Background: an optimization exercise with open tools, aiming at small area. Do not read the settings as production practice.
The RTL was checked by simulation tests, not by an equivalence proof against the original design.
Power and IR drop assume default switching activity.

## solver
module solver (
    input clk,
    input reset,
    input insert,
    input advance,
    input [3:0] value,
    output [40:0] solution
);
For scale: about 1600 cells after synthesis, ~0.019 mm^2 of cells after synthesis.
clock: 9.0 ns
lec_check: 0
cap_margin: 20
core_margin: 2
core_utilization: 70
slew_margin: 20
standard.sh (not shown) runs the stock make flow with config.mk's settings and CLKGATE_MAP_FILE= SYNTH_SCRIPT=/design/flow/synth_recipe.tcl, a recipe that flattens the netlist after the stock synthesis.
==> flow/flow/run.sh <==
#!/bin/bash
# Own layout flow:
#  1. the standard synthesis (bash standard.sh synth), unchanged;
#  2. the logic between the flip-flops re-mapped by ABC for area (flow/remap.tcl):
#     the flip-flops stay the same instances, names and cell types;
#  3. the standard ORFS layout from that netlist, with buf_2 as the port buffer
#     cell and clock tree synthesis
#     run without dummy loads and with a chosen buffer and sink clustering.
# Each tool's output goes to a log file of its own in this folder.
set -euo pipefail
here=$(pwd)
R=$here/orfs/results/$FLOW_PLATFORM/solver/base
YOSYS=${YOSYS_EXE:-$FLOW_HOME/../tools/install/yosys/bin/yosys}

bash standard.sh synth > log_1_standard_synth.txt 2>&1
cp "$R/1_2_yosys.v" "$R/1_2_yosys_std.v"

export REMAP_LIB=$FLOW_HOME/platforms/$FLOW_PLATFORM/lib/sky130_fd_sc_hd__tt_025C_1v80.lib
export REMAP_IN=$R/1_2_yosys_std.v
export REMAP_OUT=$R/1_2_yosys.v
export REMAP_TOP=$FLOW_TOP
export REMAP_D=$(python3 -c "print(int(float('$FLOW_PERIOD_NS')*1000))")
export REMAP_ABC_SCRIPT=
export REMAP_DONT_USE="$(sed -n '/DONT_USE_CELLS/,/^$/p' "$FLOW_HOME/platforms/$FLOW_PLATFORM/config.mk" | grep -o 'sky130_fd_sc_hd__[a-z0-9_]*' | tr '\n' ' ')"
"$YOSYS" -c "$here/flow/remap.tcl" > log_2_remap.txt 2>&1
rm -f "$R/1_synth.odb" "$R/1_synth.sdc"

export BUFFER_PORTS_ARGS="-buffer_cell sky130_fd_sc_hd__buf_2"
export CTS_ARGS="-sink_clustering_enable -repair_clock_nets -dont_use_dummy_load -sink_clustering_size 9 -sink_clustering_max_diameter 35 -buf_list sky130_fd_sc_hd__clkbuf_4"
bash standard.sh > log_3_layout.txt 2>&1
Other scripts of this flow, unchanged in this note and not shown: flow/flow/remap.tcl
The first run produced a clean layout.
Change:
--- a/flow/design.v
+++ b/flow/design.v
@@ -5,14 +5,15 @@
     input advance,
     input [3:0] value,
     output [40:0] solution
 );
 reg [40:0] slot [0:6];
 reg [6:0]  sv;
 reg [40:0] j7, j8;
+reg        v7, v8;
 reg [2:0]  q;
 reg [40:0] total;
 assign solution = total;
 wire       ins = insert & ~(value[3] & |value[2:0]);
 wire       to_j7 = (value == 4'd7);
 wire       to_j8 = (value == 4'd8);
 reg [6:0] hit, sel;
@@ -21,25 +22,25 @@
 always @* begin
     for (k = 0; k < 7; k = k + 1) begin
         e = (k + 7 - q) % 7;
         hit[k] = advance ? (q == k) : (ins & (value == {1'b0, e}));
         sel[k] = sv[k] & hit[k];
     end
 end
-wire selj7 = ~advance & to_j7;
-wire selj8 = ~advance & to_j8;
+wire selj7 = v7 & ~advance & to_j7;
+wire selj8 = v8 & ~advance & to_j8;
 reg [40:0] rd;
 integer m;
 always @* begin
     rd = {41{selj7}} & j7 | {41{selj8}} & j8;
     for (m = 0; m < 7; m = m + 1)
         rd = rd | ({41{sel[m]}} & slot[m]);
 end
 wire [40:0] sa_a = rd;
-wire [40:0] sa_b = {41{advance}} & j7;
+wire [40:0] sa_b = {41{advance & v7}} & j7;
 wire        sa_ci = ~advance;
 wire [40:0] sa_p = sa_a ^ sa_b;
 wire [40:0] sa_g0 = sa_a & sa_b;
 wire sa_gc0 = sa_g0[0] | sa_p[0] & sa_ci;
 wire sa_G0 = sa_g0[1] | sa_p[1] & sa_gc0;
 wire sa_G1 = sa_g0[3] | sa_p[3] & sa_g0[2];
 wire sa_P1 = sa_p[3] & sa_p[2];
@@ -397,34 +398,40 @@
 wire st_P71 = st_p[38] & st_P52;
 wire st_G72 = st_g0[40] | st_p[40] & st_G39;
 wire st_P72 = st_p[40] & st_P39;
 wire [40:0] st_c = {st_G39, st_G71, st_G52, st_G70, st_G43, st_G69, st_G51, st_G68, st_G37, st_G67, st_G50, st_G66, st_G42, st_G65, st_G49, st_G64, st_G38, st_G63, st_G48, st_G62, st_G41, st_G61, st_G47, st_G60, st_G35, st_G59, st_G46, st_G58, st_G40, st_G57, st_G45, st_G56, st_G30, st_G55, st_G44, st_G54, st_G20, st_G53, st_G0, st_gc0, st_ci};
 wire [40:0] st_s = st_p ^ st_c;
 wire ld7 = ~advance & ins & to_j7;
 wire ld8 = ~advance & ins & to_j8;
-wire hold7 = ~advance & ~ld7 & ~reset;
-wire hold8 = ~advance & ~ld8 & ~reset;
+wire hold7 = ~advance & ~ld7;
+wire hold8 = ~advance & ~ld8;
 wire [40:0] j7_d = {41{advance}} & j8 | {41{ld7}} & sa_s | {41{hold7}} & j7;
 wire [40:0] j8_d = {41{advance}} & rd | {41{ld8}} & sa_s | {41{hold8}} & j8;
 integer w;
 always @(posedge clk) begin
     j7 <= j7_d;
     j8 <= j8_d;
     for (w = 0; w < 7; w = w + 1)
         if (hit[w])
             slot[w] <= sa_s;
     if (advance) begin
         sv <= sv | hit;
+        v7 <= v8;
+        v8 <= 1'b1;
         q <= (q == 3'd6) ? 3'd0 : q + 3'd1;
         total <= st_s;
     end else begin
         if (reset) begin
             sv <= hit;
+            v7 <= ins & to_j7;
+            v8 <= ins & to_j8;
         end else begin
             sv <= sv | hit;
+            if (ins & to_j7) v7 <= 1'b1;
+            if (ins & to_j8) v8 <= 1'b1;
         end
         if (reset & ~ins)
             q <= 3'd0;
         total <= st_s;
     end
 end
 endmodule
The changed run passed the timing, design-rule and antenna checks.
Maximum frequency fell by 4.1%.
Final cell count rose by 4.7%.
Power rose by 6.8%.
Global-route usage rose by 1.1 points.
Register-to-register slack is worse by 340 ps.
Core utilization rose by 0.57 points.
Final area rose by 1.0%.
Count of clock-buffer cells in the layout rose by 8.
Non-clock buffer count rose by 4.

## port drivers added, routing unchanged
No port has a modelled driver above. Below, the same layouts with a new extraction and two added sets of constraints. Step 1 sets driving cells, clkbuf_16 on the clock port and buf_2 on the other inputs (assumed; they add their load-dependent delay and slew). Step 2, shift: input delay + t, output delay - t, t = (earliest + latest rising clock arrival at the registers) / 2. This alone moves slack from input paths to output paths. Three values: ideal ports, drivers, drivers and shift; two values: the first two.
run | t, ns | slack for setup (ns) | clock arrival spread, ns | worst data-port slew with drivers (ns)
the first run | 0.761 | 0.951 / 0.976 / 0.215 | 0.132 / 0.132 | 0.04
the second run | 0.714 | 0.606 / 0.632 / -0.082 | 0.129 / 0.128 | 0.05
Met with ideal ports but missed after step 2: setup timing in the second run. The setup slack of the first run, which loses most, moves by +0.025 ns with the drivers and by -0.736 ns with both steps.
